Background: an optimization exercise with open tools, aiming at small area, a short achievable clock period and few clock cycles. Do not read the settings as production practice. No run shown here included a check of the RTL's function; only the layout flow was run. Power and IR drop assume default switching activity.

--- flow/flow/run.sh ---
#!/bin/bash
# The standard layout (standard.sh, unchanged), run with a copy of the ORFS
# scripts in which only abc_area.script (the logic optimisation recipe that
# synthesis hands to ABC) differs, and with these settings in its environment:
#  - ABC's recipe: resyn2rs-style AIG rewriting and resubstitution, dch -f,
#    then area-oriented mapping (map -a) and ABC's usual buffering and
#    sizing, instead of dch and delay-oriented mapping (map -B 0.9);
#  - synthesis leaves the adders to ABC instead of mapping them to the
#    library's half- and full-adder cells (ADDER_MAP_FILE empty);
#    the rest of synthesis is standard.sh's own (synth_recipe.tcl: no fsm or
#    share passes, flattened, function nets renamed), so the registers are the
#    standard synthesis's;
#  - the buffers that the flow puts on every input and output port are
#    sky130_fd_sc_hd__buf_2 cells instead of the slower delay cells that
#    buffer_ports picks by default;
#  - repair_timing aims for a setup slack of 11.8 ns, i.e. it sizes the cells
#    of paths slower than about 4.2 ns;
#  - clock tree synthesis uses sky130_fd_sc_hd__clkbuf_8 buffers and no dummy
#    loads.
# The clock, its period and the I/O constraints are the design's, unchanged.
# Each tool's full output is in standard.log in this folder (and ORFS's own
# per-step logs under orfs/logs).
cp -r "$FLOW_HOME/scripts" orfs_scripts
cat > orfs_scripts/abc_area.script <<'ABC'
strash
balance
rewrite
refactor
balance
rewrite
rewrite -z
balance
refactor -z
rewrite -z
balance
dch
map -a
topo
stime -c
buffer -c
upsize -c
dnsize -c
ABC
export SCRIPTS_DIR="$PWD/orfs_scripts"
export ADDER_MAP_FILE=
export BUFFER_PORTS_ARGS="-buffer_cell sky130_fd_sc_hd__buf_2"
export SETUP_SLACK_MARGIN=11.8
export CTS_ARGS="-sink_clustering_enable -repair_clock_nets -dont_use_dummy_load -buf_list sky130_fd_sc_hd__clkbuf_8"
bash standard.sh > standard.log 2>&1
--- flow/standard.sh ---
#!/bin/bash
# synth_recipe.tcl (not shown) runs the flow's synth.tcl, then flattens the netlist and writes it again
# the make line also repeats each setting of config.mk as NAME=value (left out here)
make -C /OpenROAD-flow-scripts/flow DESIGN_CONFIG=/design/flow/config.mk WORK_HOME=/design/flow/orfs CLKGATE_MAP_FILE= SYNTH_SCRIPT=/design/flow/synth_recipe.tcl "${@:-finish}"
--- flow/config.mk ---
export PLATFORM = sky130hd
export DESIGN_NAME = qrcode_decoder
export DESIGN_NICKNAME = qrcode_decoder
export VERILOG_FILES = /design/flow/design.v
export SDC_FILE = /design/flow/constraint.sdc
export NUM_CORES = 8
export LEC_CHECK = 0
export ABC_AREA = 1
export CAP_MARGIN = 20
export CORE_MARGIN = 2
export CORE_UTILIZATION = 40
export SLEW_MARGIN = 20
--- flow/constraint.sdc ---
create_clock -name core_clock -period 16.0 [get_ports {clk}]
set_input_delay 3.2000 -clock core_clock [delete_from_list [all_inputs] [get_ports {clk}]]
set_output_delay 3.2000 -clock core_clock [all_outputs]
set_load 0.01 [all_outputs]
--- flow/design.v ---
module qrcode_decoder(
    input clk,
    input srst_n,
    input start,
    input sram_rdata,
    output [11:0] sram_raddr,
    output reg [5:0] loc_y,
    output reg [5:0] loc_x,
    output reg [7:0] decode_text,    
    output reg valid,
    output reg finish
);
localparam S_A = 3'd0, S_P = 3'd1, S_Y = 3'd2, S_X = 3'd3, S_V = 3'd4,
           S_M = 3'd5, S_D = 3'd6, S_E = 3'd7;
reg [2:0] st;             
reg [5:0] y, x;           
reg       pv;             
reg       pix;            
reg       started;
assign sram_raddr = {y, x};
wire hit = pix;           
reg [5:0] k;              
reg       lx6;            
reg [5:0] s0;             
reg [5:0] s1;             
reg [5:0] s2;             
reg [5:0] s3;             
reg [1:0] cidx;           
reg [1:0] rot;
reg [2:0] mask;
wire signed [2:0] cy_lo = s0[5:3], cy_hi = s0[2:0];
wire signed [2:0] cx_lo = s1[5:3], cx_hi = s1[2:0];
wire signed [2:0] pcy = s2[5:3], pcx = s2[2:0];
wire tight = s3[5], wide = s3[4], mid = s3[3], tlm = s3[1], grp = s3[0];
wire [2:0] iq = s0[4:2], jq3 = s1[4:2];
wire [1:0] ir = s0[1:0], jr = s1[1:0];
wire       inlen = s1[5]; 
wire [4:0] rem = s2[4:0]; 
wire [2:0] mv = s3[2:0];  
wire [2:0] bc = s3[5:3];  
always @* decode_text = {cidx, k};
wire [7:0] sa = 8'd1 << st;    
function maskbit;         
    input [2:0] m;
    input a0, a1, b0;     
    input [1:0] a3, b3;   
    input q;              
    reg t2, p2, p1, p0, t0;
    begin
        t2 = a0 ^ b0;                                   
        p2 = a0 & b0;                                   
        p1 = (a3 == b3) && (a3 != 2'd0);                
        p0 = (a3 == 2'd0) || (b3 == 2'd0);              
        t0 = (a3 == 2'd0) ? (b3 == 2'd0) : (a3 == 2'd1) ? (b3 == 2'd2) : (b3 == 2'd1);  
        case (m)
            3'd0: maskbit = ~t2;
            3'd1: maskbit = ~a0;
            3'd2: maskbit = (b3 == 2'd0);
            3'd3: maskbit = t0;
            3'd4: maskbit = ~(a1 ^ q);
            3'd5: maskbit = ~p2 & p0;
            3'd6: maskbit = ~(p2 ^ p1);
            default: maskbit = ~(t2 ^ p1);
        endcase
    end
endfunction
function [5:0] poff;      
    input [3:0] kk;
    begin
        poff =
            (kk == 4'd0) ? {3'sd0, 3'sd2} :
            (kk == 4'd1) ? {3'sd2, 3'sd2} :
            (kk == 4'd2) ? {-3'sd2, -3'sd2} :
            (kk == 4'd3) ? {3'sd2, -3'sd2} :
            (kk == 4'd4) ? {-3'sd2, 3'sd2} :
            (kk == 4'd5) ? {3'sd0, -3'sd2} :
            (kk == 4'd6) ? {3'sd2, 3'sd0} :
            (kk == 4'd7) ? {-3'sd2, 3'sd0} :
            (kk == 4'd8) ? {3'sd1, 3'sd1} :
            (kk == 4'd9) ? {-3'sd1, -3'sd1} :
            (kk == 4'd10) ? {3'sd1, -3'sd1} :
            (kk == 4'd11) ? {-3'sd1, 3'sd1} :
            (kk == 4'd12) ? {3'sd0, 3'sd1} :
            (kk == 4'd13) ? {3'sd0, -3'sd1} :
            (kk == 4'd14) ? {3'sd1, 3'sd0} :
                            {-3'sd1, 3'sd0};
    end
endfunction
localparam [5:0] P_N = 6'd16;     
function [5:0] x7;        
    input [2:0] c;
    begin
        case (c)
            3'b001: x7 = 6'd7;
            3'b010: x7 = 6'd14;
            3'b111: x7 = 6'd57;
            3'b110: x7 = 6'd50;
            default: x7 = 6'd0;
        endcase
    end
endfunction
function [6:0] x7m14;     
    input [2:0] c;
    begin
        case (c)
            3'b001: x7m14 = 7'd121;
            3'b010: x7m14 = 7'd0;
            3'b111: x7m14 = 7'd107;
            3'b110: x7m14 = 7'd100;
            default: x7m14 = 7'd114;
        endcase
    end
endfunction
function [5:0] x7m20;     
    input [2:0] c;
    begin
        case (c)
            3'b001: x7m20 = 6'd51;
            3'b010: x7m20 = 6'd58;
            3'b111: x7m20 = 6'd37;
            3'b110: x7m20 = 6'd30;
            default: x7m20 = 6'd44;
        endcase
    end
endfunction
function [6:0] x7m34;     
    input [2:0] c;
    begin
        case (c)
            3'b001: x7m34 = 7'd101;
            3'b010: x7m34 = 7'd108;
            3'b111: x7m34 = 7'd87;
            3'b110: x7m34 = 7'd80;
            default: x7m34 = 7'd94;
        endcase
    end
endfunction
function span2;           
    input signed [2:0] lo, hi;
    begin
        span2 = (hi - lo) >= 2;
    end
endfunction
function [5:0] roffy;     
    input s;
    input [2:0] c;
    begin
        case (c)
            3'd0: roffy = s ? 6'd17 : 6'd3;
            3'd1: roffy = s ? 6'd20 : 6'd0;
            3'd2: roffy = s ? 6'd18 : 6'd2;
            3'd3: roffy = s ? 6'd16 : 6'd4;
            default: roffy = s ? 6'd14 : 6'd6;
        endcase
    end
endfunction
function [5:0] roffx;     
    input s;
    input [2:0] c;
    begin
        case (c)
            3'd0: roffx = s ? 6'd61 : 6'd47;
            3'd1: roffx = s ? 6'd0 : 6'd44;
            3'd2: roffx = s ? 6'd62 : 6'd46;
            3'd3: roffx = s ? 6'd60 : 6'd48;
            default: roffx = s ? 6'd58 : 6'd50;
        endcase
    end
endfunction
function [2:0] wmove;     
    input [2:0] aq, bq;
    input [1:0] ar, br;
    reg u, lowb;
    begin
        u = ({bq, br} == {3'd6, 2'd2}) || ({bq, br} == {3'd6, 2'd1}) ||
            ({bq, br} == {3'd5, 2'd1}) || ({bq, br} == {3'd5, 2'd0}) ||
            ({bq, br} == {3'd4, 2'd0}) || ({bq, br} == {3'd3, 2'd2});
        lowb = (bq < 3'd4) || ({bq, br} == {3'd4, 2'd0});                
        if (bq[0] == br[0]) wmove = 3'd0;                                  
        else if (u) begin
            if ({aq, ar} == (lowb ? {3'd0, 2'd0} : {3'd3, 2'd0})) wmove = 3'd0;    
            else if (lowb && {aq, ar} == {3'd2, 2'd1}) wmove = 3'd2;      
            else wmove = 3'd1;
        end else begin
            if ({aq, ar} == {3'd6, 2'd2}) wmove = 3'd0;                    
            else if (lowb && {aq, ar} == {3'd1, 2'd2}) wmove = 3'd4;       
            else wmove = 3'd3;
        end
    end
endfunction
function [4:0] add3;      
    input [2:0] q;
    input [1:0] r;
    input [2:0] d;
    reg [2:0] t;
    begin
        t = {1'b0, r} + d;                  
        case (t)
            3'd3: add3 = {q + 3'd1, 2'd0};
            3'd4: add3 = {q + 3'd1, 2'd1};
            3'd7: add3 = {q - 3'd1, 2'd2};
            3'd6: add3 = {q - 3'd1, 2'd1};
            default: add3 = {q, t[1:0]};
        endcase
    end
endfunction
wire [5:0] p_c = poff(k[3:0]);           
wire [5:0] p_n = poff(k[3:0] + 4'd1);    
wire signed [2:0] u_ylo = (hit && pcy < cy_lo) ? pcy : cy_lo;
wire signed [2:0] u_yhi = (hit && pcy > cy_hi) ? pcy : cy_hi;
wire signed [2:0] u_xlo = (hit && pcx < cx_lo) ? pcx : cx_lo;
wire signed [2:0] u_xhi = (hit && pcx > cx_hi) ? pcx : cx_hi;
wire y_ok = span2(u_ylo, u_yhi), x_ok = span2(u_xlo, u_xhi);
wire p_end = tight || k == P_N;
wire [1:0] cn = cidx + 2'd1;
wire [5:0] kn = (cidx != 2'd3) ? k : (k[2:0] == 3'd4) ? {k[5:3] + 3'd1, 3'd0} : k + 6'd1;
wire v_miss = !pix;
wire v_end = tlm || v_miss || (cidx == 2'd3 && k == 6'o44);
wire [1:0] mc = tlm ? 2'd0 : v_miss ? cidx - 2'd1 : 2'd3;    
reg [1:0] m_rot;
reg [5:0] m_my, m_mx;     
always @* begin
    case (mc)
        2'd0: begin m_rot = 2'd2; m_my = 6'd12; m_mx = 6'd62; end
        2'd1: begin m_rot = 2'd3; m_my = 6'd18; m_mx = 6'd52; end
        2'd2: begin m_rot = 2'd1; m_my = 6'd2;  m_mx = 6'd56; end
        default: begin m_rot = 2'd0; m_my = 6'd8; m_mx = 6'd46; end
    endcase
end
wire [1:0] i3 = ir, j3 = jr;
wire jq = jq3[0];                        
wire i0 = iq[0] ^ ir[0], j0 = jq3[0] ^ jr[0];
wire [1:0] i4 = ir - iq[1:0];            
wire dbit = sram_rdata ^ maskbit(mask, i0, i4[1], j0, i3, j3, jq);
reg [2:0] mdi, mdj;       
always @* begin
    case (mv)
        3'd0: begin mdi = 3'd0; mdj = 3'd7; end
        3'd1: begin mdi = 3'd7; mdj = 3'd1; end
        3'd2: begin mdi = 3'd6; mdj = 3'd1; end
        3'd3: begin mdi = 3'd1; mdj = 3'd1; end
        default: begin mdi = 3'd2; mdj = 3'd1; end
    endcase
end
wire [2:0] ei = (rot[0] == rot[1]) ? mdi : -mdi;
wire [2:0] ej = rot[1] ? -mdj : mdj;
wire [2:0] wdy = rot[0] ? ej : ei;
wire [2:0] wdx = rot[0] ? ei : ej;
wire [4:0] ni = add3(iq, ir, mdi);
wire [4:0] nj = add3(jq3, jr, mdj);
wire [2:0] nmv = wmove(ni[4:2], nj[4:2], ni[1:0], nj[1:0]);    
reg [5:0] r_ddy, r_ddx, r_dny, r_dnx;    
always @* begin
    case (rot)
        2'd0: begin r_ddy = 6'd9;  r_ddx = 6'd15; r_dny = 6'd0;  r_dnx = 6'd1;  end
        2'd1: begin r_ddy = 6'd15; r_ddx = 6'd55; r_dny = 6'd1;  r_dnx = 6'd0;  end
        2'd2: begin r_ddy = 6'd55; r_ddx = 6'd49; r_dny = 6'd0;  r_dnx = 6'd63; end
        default: begin r_ddy = 6'd49; r_ddx = 6'd9; r_dny = 6'd63; r_dnx = 6'd0; end
    endcase
end
wire [1:0] a_row = k[3:2], a_col = k[1:0];
wire [5:0] a_dy = (a_col != 2'd2) ? 6'd0 : (a_row == 2'd0) ? 6'd21 : 6'd22;
wire [5:0] a_dx = (a_col == 2'd1 || (a_col == 2'd2 && a_row == 2'd2)) ? 6'd22 : 6'd21;
wire [5:0] b_dy = (a_col != 2'd0) ? 6'd0 : (a_row == 2'd1) ? 6'd43 : 6'd42;
wire [6:0] b_dx14 = (a_col == 2'd2 || (a_col == 2'd0 && a_row == 2'd0)) ? 7'd120 : 7'd121;
reg [5:0] ayA, byA, ayP, byP, ayY, byY, ayX, byX, ayV, byV, byM, byD;
reg [6:0] axA, bxA, axP, bxP, axY, bxY, axX, bxX, axV, bxV, bxM, bxD;
always @* begin
    ayA = y; byA = hit ? b_dy : a_dy;
    axA = {1'b0, x};
    bxA = hit ? b_dx14 : {1'b0, a_dx};
    ayP = loc_y; byP = p_end ? x7m20(cy_hi) : x7(p_n[5:3]);
    axP = {lx6, loc_x}; bxP = x7m14(p_end ? cx_lo : p_n[2:0]);
    ayY = y; axY = hit ? {lx6, loc_x} : {1'b0, x};
    byY = 6'd0; bxY = 7'd0;
    if (hit) begin
        byY = (k[2:0] == 3'd0) ? 6'd63 : 6'd0;
        bxY = x7m34(cx_hi);
    end else case (k[2:0])
        3'd0, 3'd2, 3'd4: bxY = 7'd14;
        3'd1: if (wide || mid) bxY = 7'd107; else begin byY = 6'd1; bxY = 7'd114; end
        3'd3: if (wide) bxY = 7'd107; else begin byY = 6'd1; bxY = 7'd121; end
        default: byY = 6'd1;
    endcase
    ayX = y; axX = {1'b0, x};
    if (hit) begin
        byX = grp ? 6'd44 : 6'd0; bxX = grp ? 7'd20 : 7'd19;
    end else if (!grp) begin byX = 6'd20; bxX = 7'd0; end
    else begin byX = 6'd44; bxX = 7'd1; end
    ayV = loc_y; axV = {1'b0, loc_x};
    byV = v_end ? m_my : roffy(cn[1], kn[5:3]);
    bxV = {1'b0, v_end ? m_mx : roffx(cn[0], kn[2:0])};
    if (k == 6'd2) begin byM = r_ddy; bxM = {1'b0, r_ddx}; end
    else if (k != 6'd0 || started) begin byM = r_dny; bxM = {1'b0, r_dnx}; end
    else begin byM = 6'd0; bxM = 7'd0; end
    byD = {{3{wdy[2]}}, wdy}; bxD = {1'b0, {3{wdx[2]}}, wdx};
end
wire [5:0] ay = ({6{sa[0]}} & ayA) | ({6{sa[1]}} & ayP) | ({6{sa[2]}} & ayY) |
                ({6{sa[3]}} & ayX) | ({6{sa[4]}} & ayV) | ({6{sa[5] | sa[6] | sa[7]}} & y);
wire [6:0] ax = ({7{sa[0]}} & axA) | ({7{sa[1]}} & axP) | ({7{sa[2]}} & axY) |
                ({7{sa[3]}} & axX) | ({7{sa[4]}} & axV) | ({7{sa[5] | sa[6] | sa[7]}} & {1'b0, x});
wire [5:0] by = ({6{sa[0]}} & byA) | ({6{sa[1]}} & byP) | ({6{sa[2]}} & byY) |
                ({6{sa[3]}} & byX) | ({6{sa[4]}} & byV) | ({6{sa[5]}} & byM) | ({6{sa[6]}} & byD);
wire [6:0] bx = ({7{sa[0]}} & bxA) | ({7{sa[1]}} & bxP) | ({7{sa[2]}} & bxY) |
                ({7{sa[3]}} & bxX) | ({7{sa[4]}} & bxV) | ({7{sa[5]}} & bxM) | ({7{sa[6]}} & bxD);
wire [6:0] sy = {1'b0, ay} + {by[5], by};
wire [6:0] sx = ax + bx;
always @(posedge clk) begin
    if (start) started <= 1'b1;
    pix <= sram_rdata & pv;
    y <= sy[5:0]; x <= sx[5:0]; pv <= 1'b1;
    valid <= 1'b0;
    finish <= 1'b0;
    if (sa[0]) begin
        if (hit) begin
            loc_y <= sy[5:0]; loc_x <= sx[5:0]; lx6 <= (sx[5:0] < 6'd14);
            s0 <= 6'd0; s1 <= 6'd0; s3 <= 6'd0;
            st <= S_P; pix <= 1'b0; k <= 6'd0;
            pv <= (sx[5:0] >= 6'd14);
        end else begin
            k <= (a_col != 2'd2) ? k + 6'd1 : (a_row == 2'd2) ? 6'd0 : {2'd0, a_row + 2'd1, 2'd0};
        end
    end
    if (sa[1]) begin
        s0 <= {u_ylo, u_yhi}; s1 <= {u_xlo, u_xhi};
        s3[5] <= y_ok && x_ok;
        s3[4] <= !x_ok && !(u_xhi != u_xlo);
        s3[3] <= !x_ok && (u_xhi != u_xlo);
        if (p_end) begin
            st <= S_Y; pix <= 1'b0; k <= 6'd0;
            if (sy[6]) y <= 6'd0;
            if (sx[5:0] > 6'd43) x <= 6'd43;
        end else begin
            k <= k + 6'd1;
            pv <= !sy[6] && !sx[6] && (k != P_N - 6'd1);
        end
        s2 <= p_c;                          
    end
    if (sa[2]) begin
        if (hit) begin
            loc_y <= sy[5:0];                   
            st <= S_X; pix <= 1'b0; s3[1:0] <= 2'b00;
            if (sx[6]) x <= 6'd0;               
        end else begin
            if (k[2:0] == (wide ? 3'd5 : mid ? 3'd3 : 3'd1)) k <= 6'd0;
            else k <= k + 6'd1;
        end
    end
    if (sa[3]) begin
        if (hit) begin
            loc_x <= sx[5:0];                   
            s3[1] <= !grp;
            st <= S_V; pix <= 1'b1; cidx <= 2'd1; k <= 6'd0;
        end else s3[0] <= ~grp;
    end
    if (sa[4]) begin
        if (v_end) begin
            rot <= m_rot;
            if (!mc[1]) loc_y <= loc_y + 6'd20;
            if (mc[0]) loc_x <= loc_x - 6'd20;
            st <= S_M; pix <= 1'b0; k <= 6'd0;
        end else begin
            cidx <= cn; k <= kn;
        end
    end
    if (sa[5]) begin
        case (k[1:0])
            2'd0: mask[2] <= ~sram_rdata;
            2'd1: mask[1] <= sram_rdata;
            default: mask[0] <= ~sram_rdata;
        endcase
        if (k == 6'd2) begin
            st <= S_D; pix <= 1'b0;
            s0 <= {1'b0, 3'd5, 2'd2};       
            s1 <= {1'b1, 3'd6, 2'd1};       
            s2 <= {1'b0, 5'd0};             
            s3 <= {3'd0, 3'd1};             
        end else if (k != 6'd0 || started) k <= k + 6'd1;
    end
    if (sa[6]) begin
        s0[4:0] <= ni; s1[4:0] <= nj; s3[2:0] <= nmv;
        if (inlen) begin
            s2[4:0] <= {rem[3:0], dbit};
            s3[5:3] <= (bc == 3'd4) ? 3'd0 : bc + 3'd1;
            if (bc == 3'd4) s1[5] <= 1'b0;
        end else begin
            {cidx, k} <= {cidx[0], k, dbit};
            s3[5:3] <= bc + 3'd1;
            if (bc == 3'd7) begin
                valid <= 1'b1;
                s2[4:0] <= rem - 5'd1;
                if (rem == 5'd1) begin
                    finish <= 1'b1;
                    st <= S_E; pix <= 1'b0;
                end
            end
        end
    end
    if (!srst_n) begin
        st <= S_A; pix <= 1'b0; y <= 6'd20; x <= 6'd20; pv <= 1'b1;
        started <= 1'b0; k <= 6'd0; valid <= 1'b0; finish <= 1'b0;
    end
end
endmodule
==> metrics.log, run 1 <==
[metrics] Slew headroom: 0.297
[metrics] worst-path fanout max: 9
[metrics] global-route wire length before repair: 35400 µm
[metrics] clock latency on the worst-skew pair: 0.38 ns
[metrics] crit start category: register
[metrics] number of DRC violations after detailed routing: 0
[metrics] outcome: complete, no violations
[metrics] HPWL after detailed placement: 17300 µm
[metrics] leakage component of the power: 0.00299 µW
[metrics] average cell area after synthesis: 6.32 µm²
[metrics] unrepaired setup endpoints after global routing: true
[metrics] largest voltage drop on the vdd net: 98.8 µV
[metrics] number of optimization iterations in the first detailed-route pass: 5
[metrics] cell taking the most area after synthesis: dfxtp_1
[metrics] leftover overflow at the end of global routing: 0
[metrics] worst hold slack: 0.513 ns
[metrics] arrival time of the worst setup path: 0.98 ns
[metrics] area used by multi-input combinational logic: 4090 µm²
[metrics] final number of max-transition violations: 0
[metrics] via density per instance: 5.83
[metrics] switching share of power: 0.543
[metrics] CTS tree: done
[metrics] gate family responsible for the most delay along the worst path: flip-flops
[metrics] number of violations reported at the end of detailed-routing iteration 0: 604
[metrics] Worst-Margin Slew: 1.05 ns
[metrics] number of levels the H-tree was split into: 3
[metrics] predominant post-synthesis flop cell: dfxtp_1
[metrics] number of sinks on the clock net: 70
[metrics] clock tree root buffer cell: clkbuf_8
[metrics] number of cells produced by synthesis: 991
[metrics] Layout area overhead: 9.13%
[metrics] most area-consuming cells after synthesis: dfxtp_1, nor2_1, nand2_1
[metrics] cells traversed along the worst timing path: buf_2
[metrics] Routability Congestion: 1.00
[metrics] count of unique library cells instantiated by Yosys: 66
[metrics] total CTS buffers: 9
[metrics] width of the die: 129 µm
[metrics] fraction of final layout cells with drive strength greater than 1: 0.133
[metrics] asr flop ratio synth: 0
[metrics] final wirelength: 22700 µm
[metrics] sequential cell area: 1530 µm²
[metrics] Synth top area share: 0.192
[metrics] maximum clock skew at final layout: 0.0226 ns
[metrics] Max Buffers Root-to-Sink: 2
[metrics] Final Worst Setup Slack: 11.82 ns
[metrics] via count of the first global-routing pass: 6440
[metrics] final clock period utilization by the worst path: 0.261
[metrics] Max Cap Viol: 0
[metrics] flops & latches, synth: 70
[metrics] Global Route Usage Sum: 0.272
[metrics] Hold Violations, Final: 0
[metrics] Core Region: 15300 µm²
[metrics] internal power: 581 µW
[metrics] worst-path cell with the longest stage delay: dfxtp_4
[metrics] category of the worst setup path capture point: primary output
[metrics] maximum clock frequency: 239 MHz
[metrics] Clk pin slew, worst setup/hold paths: 0.08 ns
[metrics] sum of negative setup slack: 0 ns
[metrics] height of the die: 129 µm
[metrics] Worst path max stage delay: 0.44 ns
[metrics] # port buffers: 37
[metrics] I/O pin count: 38
[metrics] Post-Place Worst Slack: 11.58 ns
[metrics] Synthesis Warnings: 1
[metrics] critical path class: reg -> out
[metrics] Placed Instance Area: 6600 µm²
[metrics] antenna fix cells: 0
[metrics] endpoints failing setup: 0
[metrics] Power Density: 186 nW/µm²
[metrics] starting density of the core: 0.410
[metrics] count of standard-cell rows: 45
[metrics] share of power burned in registers: 0.248
[metrics] post-route ant nets: 0
[metrics] Worst Hold Class: reg -> reg
[metrics] sequential cell area fraction in the yosys report: 0.240
[metrics] layout filler cell count: 1682
[metrics] number of hold buffers added after cts: 0
[metrics] syn nets: 995
[metrics] critical path buffer and inverter count: 1
[metrics] die area: 16700 µm²
[metrics] number of enable-type register cells in the synthesized netlist: 10
[metrics] detailed-route via count: 7198
[metrics] final critical-path required period: 4.18 ns
[metrics] Logic pwr share: 0.661
[metrics] post-layout total power: 1270 µW
[metrics] critical path required time: 12.80 ns
[metrics] power dissipated by switching net loads: 690 µW
[metrics] cell area after technology mapping: 6260 µm²
[metrics] maximum number of pins on one net before global-route repair: 26
[metrics] final instance area: 6830 µm²
[metrics] fin nets: 1029
[metrics] initial antenna violation count: 0
[metrics] portion of total power attributed to the clock network: 0.091
[metrics] final routed wire length divided by cell count: 18.4 µm
[logic make-up after synthesis]
| kind of cell | after synthesis | share of synthesized area |
|---|---|---|
| AOI/OAI and AO/OA | 290 | 0.290 |
| xor gates and xnor gates | 32 | 0.0472 |
| buffers and inverters | 169 | 0.109 |
| DFF | 70 | 0.240 |
| muxes | 7 | 0.0114 |
| and+or+nand+nor | 423 | 0.303 |
[power by group through the flow]
stage / logic, µW / registers [µW] / clock network [µW]
after floorplan: 627 / 289 / 0
after global placement: 803 / 323 / 0
after detailed placement: 800 / 322 / 0
after CTS: 815 / 315 / 120
after global routing: 930 / 324 / 126
final: 840 / 315 / 116
[final timing paths]
kind	endpoint	cells after the start	from	slack, ns
max	decode_text[3]	1	k[3]	11.82
min	loc_y[2]	1	loc_y[2]	0.51
max reg2reg	pv	16	s1[2]	12.03
min reg2reg	loc_y[2]	1	loc_y[2]	0.51
[layout by cell type (no fill, tap or decap), types with 13 or more instances in the layout]
cell type	count
inv_2	13
buf_2	37
inv_1	119
a31oi_1	14
o21ai_0	84
xor2_1	22
a22oi_1	14
nor3_1	18
nand2_1	155
a21oi_1	78
o22ai_1	18
dfxtp_1	49
nand3_1	30
nor2_1	170
[timing repair]
action,CTS,global route
resized for setup,10,10
pin swaps,0,1
endpoints found under the setup margin,17,19
setup buffers,4,4
[metal layers]
layer,GRT usage,vias up,share of wire
met2,0.407,314,0.43
li1,-,3457,-
met4,0.118,0,0.040
met1,0.383,3355,0.46
met5,0,-,0
met3,0.0500,72,0.069
[flip-flops by register name, indices dropped and copies added (netlist names)]
name / cells
k: 6
x: 6
lx6: 1
valid: 1
s1: 6
finish: 1
st: 3
rot: 2
pix: 1
cidx: 2
mask: 3
loc_x: 6
started: 1
s0: 6
y: 6
s3: 6
pv: 1
loc_y: 6
s2: 6
[synthesized netlist by cell type, drive strengths merged (7+ instances only)]
library cell	n
nor3	22
a22oi	14
o22ai	18
nand3	32
clkbuf	16
o32ai	8
nand4	9
clkinv	8
dfxtp	60
xor2	24
a221oi	7
a31oi	17
nor2	187
xnor2	8
a21oi	81
buf	9
inv	136
nand2	160
edfxtp	10
o21ai	94
o211ai	10
[per-stage QoR]
stage                util  std cells
floorplan               -        991
global placement    0.433       1217
detailed placement  0.433       1217
CTS                 0.444       1230
global route        0.448       1234
finish              0.448       1234
[area by class of cell]
cell class,count,share of cell area
multi-input combinational,752,0.599
sequential,70,0.224
inverter,144,0.0815
timing repair buffer,48,0.0392
tap,211,0.0386
clock buffer,9,0.0181
==> run 2, diff against run 1 <==
--- a/flow/flow/run.sh
+++ b/flow/flow/run.sh
@@ -24,16 +24,24 @@
 cat > orfs_scripts/abc_area.script <<'ABC'
 strash
 balance
+resub -K 6
 rewrite
+resub -K 6 -N 2
 refactor
+resub -K 8
 balance
+resub -K 8 -N 2
 rewrite
+resub -K 10
+rewrite -z
+resub -K 10 -N 2
+balance
+resub -K 12
+refactor -z
+resub -K 12 -N 2
 rewrite -z
 balance
-refactor -z
-rewrite -z
-balance
-dch
+dch -f
 map -a
 topo
 stime -c
==> run 2 against run 1 <==
Effect of this change: sequential power fell by about 10%; synthesized cell count rose by 1.4%; highest routed layer unchanged; largest cell class unchanged; combinational power fell by 31%; via count rose by 0.58%; first-iteration DRC count rose by 43%; critical path depth did not move; worst hold slack got worse by 0.047 ns; non-clock buffer count rose by 22; total power fell by 23%; clock power barely moved; still clean on timing, DRC and antenna; wire length fell by 0.92%.
==> metrics.log, run 2 <==
[metrics] outcome: complete, no violations
[metrics] average cell area after synthesis: 6.12 µm²
[metrics] R2R setup slack: 11.93 ns
[metrics] Top Layer Used: met4
[metrics] Layout area overhead: 15.0%
[metrics] Routability Congestion: 1.02
[metrics] leftover overflow at the end of global routing: 0
[metrics] critical path class: reg -> out
[metrics] wire length on met2: 9460 µm
[metrics] mux share of post-synthesis cell area: 0.00366
[metrics] post-route non-filler standard cell count: 1249
[metrics] via density per instance: 5.80
[metrics] count of cells along the worst register-to-register path: 23
[metrics] unrepaired setup endpoints after global routing: true
[metrics] cell taking the most area after synthesis: dfxtp_1
[metrics] worst-path cell with the longest stage delay: dfxtp_2
[metrics] WHS Path Cells: 1
[metrics] number of sinks on the clock net: 70
[metrics] met3 wire len: 2170 µm
[metrics] Hold Violations, Final: 0
[metrics] Worst Hold Class: reg -> reg
[metrics] largest voltage drop on the vdd net: 70.0 µV
[metrics] Core Region: 15100 µm²
[metrics] leakage component of the power: 0.00308 µW
[metrics] cells traversed along the worst timing path: buf_2
[metrics] worst-path fanout max: 7
[metrics] cell area after technology mapping: 6150 µm²
[metrics] CTS tree: done
[metrics] final clock period utilization by the worst path: 0.261
[metrics] most common library cell in the layout ignoring fill and taps: nor2_1
[metrics] number of violations reported at the end of detailed-routing iteration 0: 862
[metrics] total CTS buffers: 9
[metrics] clock tree root buffer cell: clkbuf_8
[metrics] sequential cell area: 1530 µm²
[metrics] endpoints failing setup: 0
[metrics] crit start category: register
[metrics] startpoint of the most critical register-to-register path: pix
[metrics] critical path required time: 12.80 ns
[metrics] die area: 16400 µm²
[metrics] count of unique library cells instantiated by Yosys: 63
[metrics] clock latency on the worst-skew pair: 0.39 ns
[metrics] I/O pin count: 38
[metrics] detailed-route via count: 7240
[metrics] initial antenna violation count: 0
[metrics] via count of the first global-routing pass: 6415
[metrics] synthesized-area fraction occupied by and/or/nand/nor cells: 0.298
[metrics] Hold Path Sink: loc_y[2]
[metrics] number of hold buffers added after cts: 0
[metrics] width of the die: 128 µm
[metrics] final routed wire length divided by cell count: 18.0 µm
[metrics] number of enable-type register cells in the synthesized netlist: 10
[metrics] Worst path max stage delay: 0.44 ns
[metrics] starting density of the core: 0.408
[metrics] flops & latches, synth: 70
[metrics] most frequent cells after synthesis: nor2_1, nand2_1, inv_1
[metrics] largest family of logic cells by synthesized area: simple AND/OR/NAND/NOR gates
[metrics] fraction of final layout cells with drive strength greater than 1: 0.169
[metrics] placed cell count: 1213
[metrics] post-synthesis adder-cell area fraction: 0.00549
[metrics] Max Buffers Root-to-Sink: 2
[metrics] area used by multi-input combinational logic: 4150 µm²
[metrics] Worst-Margin Slew: 0.817 ns
[metrics] final number of max-transition violations: 0
[metrics] Reg2Reg Capture Point: y[3]
[metrics] number of cells produced by synthesis: 1005
[metrics] Global Route Usage Sum: 0.272
[metrics] XOR/XNOR Fraction of Synth Area: 0.0511
[metrics] number of optimization iterations in the first detailed-route pass: 6
[metrics] worst hold slack: 0.466 ns
[metrics] category of the worst setup path capture point: primary output
[metrics] final critical-path required period: 4.18 ns
[metrics] Power Density: 138 nW/µm²
[metrics] predominant post-synthesis flop cell: dfxtp_1
[metrics] most area-consuming cells after synthesis: dfxtp_1, nor2_1, nand2_1
[metrics] post-route met1 wirelength: 10100 µm
[metrics] global-route wire length before repair: 34700 µm
[metrics] post-synthesis compound-gate area fraction: 0.289
[metrics] Clk pin slew, worst setup/hold paths: 0.09 ns
[metrics] sequential cell area fraction in the yosys report: 0.244
[metrics] sum of negative setup slack: 0 ns
[metrics] # port buffers: 37
[metrics] height of the die: 128 µm
[metrics] Synth top area share: 0.195
[metrics] layout filler cell count: 1638
[metrics] most numerous cell in the Yosys netlist: nor2_1
[metrics] Synthesis Warnings: 1
[metrics] fin nets: 1067
[metrics] number of levels the H-tree was split into: 3
[metrics] Max Cap Viol: 0
[metrics] maximum number of pins on one net before global-route repair: 32
[metrics] maximum clock skew at final layout: 0.0385 ns
[metrics] number of DRC violations after detailed routing: 0
[metrics] Slew headroom: 0.441
[metrics] top library cells by usage in the layout, fill and taps aside: nor2_1, nand2_1, inv_1
[metrics] syn nets: 1009
[metrics] final wirelength: 22400 µm
[metrics] gate family responsible for the most delay along the worst path: flip-flops
[metrics] post-route ant nets: 0
[metrics] HPWL after detailed placement: 17200 µm
[metrics] critical path buffer and inverter count: 1
[metrics] asr flop ratio synth: 0
[metrics] count of standard-cell rows: 45
[metrics] arrival time of the worst setup path: 0.98 ns
[metrics] Min-Delay Startpoint: loc_y[2]
[metrics] antenna fix cells: 0
[metrics] maximum clock frequency: 239 MHz
-- run 2: layer usage --
metal / up-vias / GRT usage
met1: 3294 / 0.392
met2: 380 / 0.393
met5: - / 0
li1: 3509 / -
met4: 0 / 0.112
met3: 57 / 0.0584
-- run 2: power by group --
group	switching (µW)	leakage [µW]	total, µW	internal [µW]
registers	53.1	0.000595	282	229
clock network	67.0	0.0000647	117	50.2
logic	364	0.00242	576	212
-- run 2: final cells by class --
type                            count  share of cell area
Multi-Input combinational cell    763               0.587
Sequential cell                    70               0.216
Inverter                          149              0.0830
Timing Repair Buffer               70              0.0630
Tap cell                          188              0.0333
Clock buffer                        9              0.0175
-- run 2: logic make-up (layout without fill, tap and decap cells) --
kind of cell | Yosys count | in the layout
AOI/OAI and AO/OA | 294 | 294
xor gates and xnor gates | 35 | 35
adders and majority gates | 3 | 3
buffers and inverters | 172 | 228
DFF | 70 | 70
muxes | 2 | 2
and+or+nand+nor | 429 | 429
-- run 2: worst max path at each step --
stage | slack [ns] | endpoint | start | cells past startpoint
after floorplan | 12.11 | pv | srst_n | 5
after global placement | 11.20 | y[3] | k[1] | 25
after detailed placement | 11.16 | y[3] | k[1] | 25
after CTS | 11.77 | y[3] | k[2] | 27
after global routing | 11.75 | x[3] | k[1] | 25
final | 11.82 | decode_text[5] | k[5] | 1
-- run 2: stage by stage --
| step | instance area (µm²) | total power, µW | util | setup slack [ns] |
|---|---|---|---|---|
| after floorplan | 6150 | 660 | - | 12.11 |
| final | 7070 | 974 | 0.468 | 11.82 |
| after detailed placement | 6510 | 801 | 0.431 | 11.16 |
| after global routing | 7070 | 1050 | 0.468 | 11.75 |
| after CTS | 6680 | 923 | 0.442 | 11.77 |
| after global placement | 6510 | 802 | 0.431 | 11.20 |
-- run 2: worst reg2reg max path, delay by kind of cell, from the launching register on --
kind	cells	cell delay, ns
simple gates	13	1.82
flops	1	0.31
compound gates	5	0.75
buf+inv	4	0.79
fa+ha+maj	1	0.32
-- run 2: what timing repair did --
item	in CTS	in global routing
endpoints found under the setup margin	23	27
resized for setup	16	54
buffers inserted	0	27
pin swaps	0	17

afterwards: timing with drivers on the ports:
The flow's constraints put no driver on any port. The routed layouts listed below were extracted and timed again, unchanged, in two steps.
Step 1 sets driving cells, clkbuf_16 on the clock port and buf_2 on the other inputs (assumed; they add their load-dependent delay and slew).
Step 2 adds t to the input delays and takes it off the output delays; t is the mean of the earliest and latest rising clock arrival at the registers after step 1. Input paths then give back, and output paths get back, about the clock's delay inside the block.
Slacks: ideal ports / drivers / drivers and shift; pairs: ideal ports / drivers.
run | t, ns | setup slack, ns | worst setup path after step 2
run 1 | 0.410 | 11.822 / 11.781 / 11.667 | input to register
run 2 | 0.410 | 11.820 / 11.781 / 11.688 | input to register
After both steps every run listed still meets setup and hold. For run 1, which loses most, drivers alone change the setup slack by -0.041 ns; drivers and shift together by -0.155 ns.
